Source: an optimization exercise on an open RTL-to-GDS flow (aim: small area, a short achievable clock period and few clock cycles). Production flows keep margins and buffers that such runs may drop.
The RTL was checked by simulation tests, not by an equivalence proof against the original design.
No activity file was given, so power comes from the tool's default toggle rates.

==> v23: inputs <==
// conv_engine
module conv_engine(
    input         clk,
    input         reset,
    input         en_ctrl,
    output [15:0] s_addr,
    output [15:0] w_addr,
    output [15:0] b_addr,
    input  [7:0]  signal,
    input  [7:0]  weight,
    input  [7:0]  bias,
    output [15:0] save_addr,
    output [7:0]  convout,
    output        en_write,
    output        finish
);
export LEC_CHECK = 0
export CAP_MARGIN = 20
export CORE_MARGIN = 2
export CORE_UTILIZATION = 40
export SLEW_MARGIN = 20
create_clock -name core_clock -period 10.0 [get_ports {clk}]
standard.sh (not shown) runs the stock make flow with config.mk's settings and CLKGATE_MAP_FILE= SYNTH_SCRIPT=/design/flow/synth_recipe.tcl, a recipe that flattens the netlist after the stock synthesis.
==> flow/flow/run.sh <==
#!/bin/bash
set -uo pipefail
MARGIN=$(cat flow/margin 2>/dev/null || echo 7)
bash standard.sh "SETUP_SLACK_MARGIN=$MARGIN" \
    "BUFFER_PORTS_ARGS=-buffer_cell sky130_fd_sc_hd__buf_1" finish > run_make.log 2>&1
status=$?
tail -5 run_make.log
exit $status
==> flow/flow/margin <==
7
==> v30: changes against v23 <==
--- a/flow/design.v
+++ b/flow/design.v
@@ -23,32 +23,23 @@
     reg        inb;          
     reg        jend, rend;   
     reg [4:0]  o, y;         
     reg [3:0]  xp;
     reg        last_out;     
-    wire p0n = (xp == 4'd0), p15n = (xp == 4'd15);
-    wire y0 = (y == 5'd0), y1 = (y == 5'd1), y30 = (y == 5'd30), y31 = (y == 5'd31);
     reg p0, p15, ya, yb, y01;    
-    always @(posedge clk) begin
-        p0 <= p0n;
-        p15 <= p15n;
-        ya <= y0 | y31;
-        yb <= y1 | y30;
-        y01 <= y0 | y1;
-    end
-    wire [2:0] jpen = p0 ? 3'd3 : p15 ? 3'd2 : 3'd4;
+    wire [2:0] jpen = (p0 | p15) ? 3'd2 : 3'd4;
     wire [2:0] rpen = ya ? 3'd1 : yb ? 3'd2 : 3'd3;
     wire cend = (c == 2'd2);
     wire last_pos = p15 & ya & ~y01;
     wire adv = go & ~done & ~stall;
     wire hold = ~inb & jend & cend & rend;
     wire inb_n  = adv ? hold : inb;
     wire jend_n = adv ? (~inb & (~jend ? (j == jpen) : (cend & rend))) : jend;
     wire cend_n = adv ? (~inb & (~jend ? cend : ~cend ? (c == 2'd1) : ~rend ? 1'b0 : 1'b1)) : cend;
     wire rend_n = adv ? (~inb & ((jend & cend & ~rend) ? (r == rpen) : rend)) : rend;
-    wire last_out_n = lsb ? (o == 5'd30) : last_out;
-    wire stall_n = (lsb & last_out) ? 1'b0 : (adv & inb & last_out) ? 1'b1 : stall;
+    wire last_out_n = w2 ? (o == 5'd30) : last_out;
+    wire stall_n = (w2 & last_out) ? 1'b0 : (adv & inb & last_out) ? 1'b1 : stall;
     wire done_n = done | (adv & inb & last_out & last_pos);
     wire adv_n = en_ctrl & ~done_n & ~stall_n;
     reg a_inc, a_ch, a_row, a_back, a_pos;
     always @(posedge clk) begin
         if (reset) begin
@@ -65,74 +56,74 @@
             a_pos <= adv_n & inb_n & last_out_n;
         end
     end
     wire [11:0] ds, dw;
     assign ds = ({12{a_inc & (~p0 & ~p15)}} & 12'd3)
-        | ({12{a_inc & (p0)}} & 12'd3)
+        | ({12{a_inc & (p0)}} & 12'd4093)
         | ({12{a_inc & (p15)}} & 12'd3)
         | ({12{a_ch & (~p0 & ~p15)}} & 12'd4082)
-        | ({12{a_ch & (p0)}} & 12'd4085)
+        | ({12{a_ch & (p0)}} & 12'd10)
         | ({12{a_ch & (p15)}} & 12'd4088)
         | ({12{a_row & (~p0 & ~p15)}} & 12'd79)
-        | ({12{a_row & (p0)}} & 12'd82)
+        | ({12{a_row & (p0)}} & 12'd103)
         | ({12{a_row & (p15)}} & 12'd85)
         | ({12{a_back & (~p0 & ~p15) & (ya)}} & 12'd3887)
         | ({12{a_back & (~p0 & ~p15) & (yb)}} & 12'd3791)
         | ({12{a_back & (~p0 & ~p15) & (~ya & ~yb)}} & 12'd3695)
-        | ({12{a_back & (p0) & (ya)}} & 12'd3890)
-        | ({12{a_back & (p0) & (yb)}} & 12'd3794)
-        | ({12{a_back & (p0) & (~ya & ~yb)}} & 12'd3698)
+        | ({12{a_back & (p0) & (ya)}} & 12'd3911)
+        | ({12{a_back & (p0) & (yb)}} & 12'd3815)
+        | ({12{a_back & (p0) & (~ya & ~yb)}} & 12'd3719)
         | ({12{a_back & (p15) & (ya)}} & 12'd3893)
         | ({12{a_back & (p15) & (yb)}} & 12'd3797)
         | ({12{a_back & (p15) & (~ya & ~yb)}} & 12'd3701)
         | ({12{a_pos & (~p0 & ~p15) & (ya)}} & 12'd3893)
         | ({12{a_pos & (~p0 & ~p15) & (yb)}} & 12'd3797)
         | ({12{a_pos & (~p0 & ~p15) & (~ya & ~yb)}} & 12'd3701)
-        | ({12{a_pos & (p0) & (ya)}} & 12'd3893)
-        | ({12{a_pos & (p0) & (yb)}} & 12'd3797)
-        | ({12{a_pos & (p0) & (~ya & ~yb)}} & 12'd3701)
-        | ({12{a_pos & (p15) & (~ya & ~yb)}} & 12'd3710)
-        | ({12{a_pos & (p15) & (ya & y01)}} & 12'd3806)
-        | ({12{a_pos & (p15) & (yb & y01)}} & 12'd3710)
-        | ({12{a_pos & (p15) & (yb & ~y01)}} & 12'd3806);
+        | ({12{a_pos & (p0) & (ya)}} & 12'd3902)
+        | ({12{a_pos & (p0) & (yb)}} & 12'd3806)
+        | ({12{a_pos & (p0) & (~ya & ~yb)}} & 12'd3710)
+        | ({12{a_pos & (p15) & (~ya & ~yb)}} & 12'd3722)
+        | ({12{a_pos & (p15) & (ya & y01)}} & 12'd3818)
+        | ({12{a_pos & (p15) & (yb & y01)}} & 12'd3722)
+        | ({12{a_pos & (p15) & (yb & ~y01)}} & 12'd3818);
     assign dw = ({12{a_inc & (~p0 & ~p15)}} & 12'd3)
-        | ({12{a_inc & (p0)}} & 12'd3)
+        | ({12{a_inc & (p0)}} & 12'd4093)
         | ({12{a_inc & (p15)}} & 12'd3)
         | ({12{a_ch & (~p0 & ~p15)}} & 12'd4082)
-        | ({12{a_ch & (p0)}} & 12'd4085)
+        | ({12{a_ch & (p0)}} & 12'd10)
         | ({12{a_ch & (p15)}} & 12'd4088)
         | ({12{a_row & (~p0 & ~p15)}} & 12'd4094)
-        | ({12{a_row & (p0)}} & 12'd1)
+        | ({12{a_row & (p0)}} & 12'd22)
         | ({12{a_row & (p15)}} & 12'd4)
         | ({12{a_back & (~p0 & ~p15) & (ya)}} & 12'd28)
         | ({12{a_back & (~p0 & ~p15) & (yb)}} & 12'd13)
         | ({12{a_back & (~p0 & ~p15) & (~ya & ~yb)}} & 12'd4094)
-        | ({12{a_back & (p0) & (ya)}} & 12'd31)
-        | ({12{a_back & (p0) & (yb)}} & 12'd16)
-        | ({12{a_back & (p0) & (~ya & ~yb)}} & 12'd1)
+        | ({12{a_back & (p0) & (ya)}} & 12'd52)
+        | ({12{a_back & (p0) & (yb)}} & 12'd37)
+        | ({12{a_back & (p0) & (~ya & ~yb)}} & 12'd22)
         | ({12{a_back & (p15) & (ya)}} & 12'd34)
         | ({12{a_back & (p15) & (yb)}} & 12'd19)
         | ({12{a_back & (p15) & (~ya & ~yb)}} & 12'd4)
         | ({12{a_pos & (~p0 & ~p15) & (ya)}} & 12'd1724)
         | ({12{a_pos & (~p0 & ~p15) & (yb)}} & 12'd1709)
         | ({12{a_pos & (~p0 & ~p15) & (~ya & ~yb)}} & 12'd1694)
-        | ({12{a_pos & (p0) & (ya)}} & 12'd1724)
-        | ({12{a_pos & (p0) & (yb)}} & 12'd1709)
-        | ({12{a_pos & (p0) & (~ya & ~yb)}} & 12'd1694)
-        | ({12{a_pos & (p15) & (~ya & ~yb)}} & 12'd1703)
-        | ({12{a_pos & (p15) & (ya & y01)}} & 12'd1718)
-        | ({12{a_pos & (p15) & (yb & y01)}} & 12'd1703)
-        | ({12{a_pos & (p15) & (yb & ~y01)}} & 12'd1718);
-    reg first1, b1, ga1, gb1, cinv1;
-    reg first2, b2, first3, b3, b4, wr_en, lsb, fin;
+        | ({12{a_pos & (p0) & (ya)}} & 12'd1736)
+        | ({12{a_pos & (p0) & (yb)}} & 12'd1721)
+        | ({12{a_pos & (p0) & (~ya & ~yb)}} & 12'd1706)
+        | ({12{a_pos & (p15) & (~ya & ~yb)}} & 12'd1712)
+        | ({12{a_pos & (p15) & (ya & y01)}} & 12'd1727)
+        | ({12{a_pos & (p15) & (yb & y01)}} & 12'd1712)
+        | ({12{a_pos & (p15) & (yb & ~y01)}} & 12'd1727);
+    reg first1, b1, ga1, gb1;
+    reg first2, b2, first3, b3, b4, wr_en, w2, lsb, fin;
     always @(posedge clk) begin
         if (reset) begin
             go <= 1'b0;
             done <= 1'b0;
             stall <= 1'b0;
-            sa <= 12'd4093;
-            wa <= 12'd33;
+            sa <= 12'd9;
+            wa <= 12'd42;
             j <= 3'd0;
             c <= 2'd0;
             r <= 3'd0;
             inb <= 1'b0;
             jend <= 1'b0;
@@ -168,65 +159,77 @@
                     rend <= (r == rpen);
                 end else begin
                     inb <= 1'b1;
                 end
             end
-            if (lsb & last_out) stall <= 1'b0;
+            if (w2 & last_out) stall <= 1'b0;
         end
     end
     always @(posedge clk) begin
         if (reset) begin
             o <= 5'd0;
             xp <= 4'd0;
             y <= 5'd0;
+            p0 <= 1'b1;
+            p15 <= 1'b0;
+            ya <= 1'b1;
+            yb <= 1'b0;
+            y01 <= 1'b1;
             last_out <= 1'b0;
-        end else if (lsb) begin
+        end else if (w2) begin
             o <= o + 5'd1;
             last_out <= (o == 5'd30);
             if (last_out) begin
                 xp <= xp + 4'd1;
-                if (p15n) y <= y + 5'd1;
+                p0 <= p15;
+                p15 <= (xp == 4'd14);
+                if (p15) begin
+                    y <= y + 5'd1;
+                    ya <= (y == 5'd30);
+                    yb <= (y == 5'd0) | (y == 5'd29);
+                    y01 <= (y == 5'd0);
+                end
             end
         end
     end
     always @(posedge clk) begin
         if (reset) begin
             first1 <= 1'b0;
             b1 <= 1'b0;
             ga1 <= 1'b0;
             gb1 <= 1'b1;
-            cinv1 <= 1'b0;
             first2 <= 1'b0;
             b2 <= 1'b0;
             first3 <= 1'b0;
             b3 <= 1'b0;
             b4 <= 1'b0;
             wr_en <= 1'b0;
+            w2 <= 1'b0;
             lsb <= 1'b0;
             fin <= 1'b0;
         end else begin
             first1 <= adv & ~inb & (j == 3'd0) & (c == 2'd0) & (r == 3'd0);
             b1 <= adv & inb;
-            ga1 <= jend & ~p15;
+            ga1 <= jend & ~p15 & ~p0;
             gb1 <= ~adv | inb | (j == 3'd0);
-            cinv1 <= p0n & (j == 3'd0);
             first2 <= first1;
             b2 <= b1;
             first3 <= first2;
             b3 <= b2;
             b4 <= b3;
             wr_en <= b3 | b4;
-            lsb <= b4;
+            w2 <= b4;
+            lsb <= p0 ? b3 : b4;
             if (b4 & last_out & last_pos) fin <= 1'b1;
         end
     end
     reg  [7:0]  sr;               
     reg  [3:0]  onea, twoa, nega;    
     reg  [3:0]  oneb, twob, negb;    
     wire [7:0]  wd = b1 ? 8'd64 : ga1 ? 8'd0 : weight;
     always @(posedge clk) begin
-        sr <= b1 ? bias : cinv1 ? 8'd0 : signal;
+        sr <= b1 ? bias : signal;
         onea <= {wd[6] ^ wd[5], wd[4] ^ wd[3], wd[2] ^ wd[1], wd[0]};
         twoa <= {(wd[7] & ~wd[6] & ~wd[5]) | (~wd[7] & wd[6] & wd[5]),
                  (wd[5] & ~wd[4] & ~wd[3]) | (~wd[5] & wd[4] & wd[3]),
                  (wd[3] & ~wd[2] & ~wd[1]) | (~wd[3] & wd[2] & wd[1]),
                  (wd[1] & ~wd[0])};
==> flow/flow/run.sh (replaced) <==
#!/bin/bash
set -uo pipefail
MARGIN=$(cat flow/margin 2>/dev/null || echo 7)
EXTRA=()
if [[ -f flow/extra ]]; then
    while IFS= read -r line; do
        [[ -n "$line" ]] && EXTRA+=("$line")
    done < flow/extra
fi
bash standard.sh "SETUP_SLACK_MARGIN=$MARGIN" \
    "BUFFER_PORTS_ARGS=-buffer_cell sky130_fd_sc_hd__buf_1" "${EXTRA[@]}" finish > run_make.log 2>&1
status=$?
tail -5 run_make.log
exit $status
==> flow/flow/extra (new file) <==
SKIP_REPAIR_TIE_FANOUT=1
==> flow/flow/margin (replaced) <==
7.0
- CTS_BUF_LIST: default -> sky130_fd_sc_hd__clkbuf_8
==> reports/qor.csv <==
stage;metric;value;unit
run_status;status;timing/DRC/antenna clean;
sta;hold slack;0.441;ns
hold_path;hold_sp;b2;
floorplanning;Starting Density;40.4;%
yosys;adder-cell area share of the yosys netlist;22.2;%
setup_path;worst path cell trace;buf_6 > nand2b_4 > nand2_2 > a21oi_1 > or3_4 > ha_4 > a21o_1 > a21oi_2 > o21bai_1 > a2111oi_2 > o31ai_2 > a21o_1 > a21oi_2 > xnor2_1 > nor2_1;
setup_path;worst r2r src;p15;
global_routing;vias in the first global route;8188;
setup_path;crit end category;flop;
cells_and_area;# nets final;1450;
That was v30.
==> reports/qor.csv <==
stage;metric;value;unit
run_status;status;timing/DRC/antenna clean;
yosys;adder-cell area share of the yosys netlist;22.0;%
setup_path;crit-path max cell delay;0.41;ns
hold_path;hold_sp;first1;
pwr;total power;3000;µW
clocking;clock buffer depth;2;
setup_path;worst path cell trace;buf_1;
floorplanning;Chip Height;171;µm
pwr;clock group share of total power;24.2;%
detailed_routing;wire length on met3;946;µm
setup_path;worst r2r src;oneb[0];
sta;hold slack;0.436;ns
cells_and_area;#MultiIn Comb;829;
cells_and_area;# nets final;1444;
yosys;largest family of logic cells by synthesized area;adder cells;
sta;Least-Margin Pin Slew;0.683;ns
setup_path;CP endpoint;w_addr[2];
floorplanning;Starting Density;40.4;%
global_routing;vias in the first global route;8062;
That was v23.
Testbench counts of v23, summed over its fixed seeds: cycles 4,181,571.
Testbench counts of v30, summed over its fixed seeds: cycles 4,137,219.

-- port drivers added, routing unchanged --
The flow's constraints put no driver on any port. The routed layouts listed below were extracted and timed again, unchanged, in two steps. Step 1: set_driving_cell puts a clkbuf_16 on clk and a buf_2 on each other input, an assumption about the parent block. Step 2 moves the port delays by t, midway between the first and last clock arrival at a register: inputs arrive t later, outputs are due t later. That takes back most of the time a late clock gives input paths. Slacks: ideal / step 1 / step 2; pairs: ideal / step 1.
run | t (ns) | slack for setup (ns) | cell pins on the clock port's net
v23 | 0.476 | 6.992 / 6.946 / 6.793 | 1
v30 | 0.516 | 6.953 / 6.953 / 6.632 | 1
After both steps every run listed still meets setup and hold. For v30, which loses most, drivers alone change the setup slack by 0.000 ns; drivers and shift together by -0.321 ns.
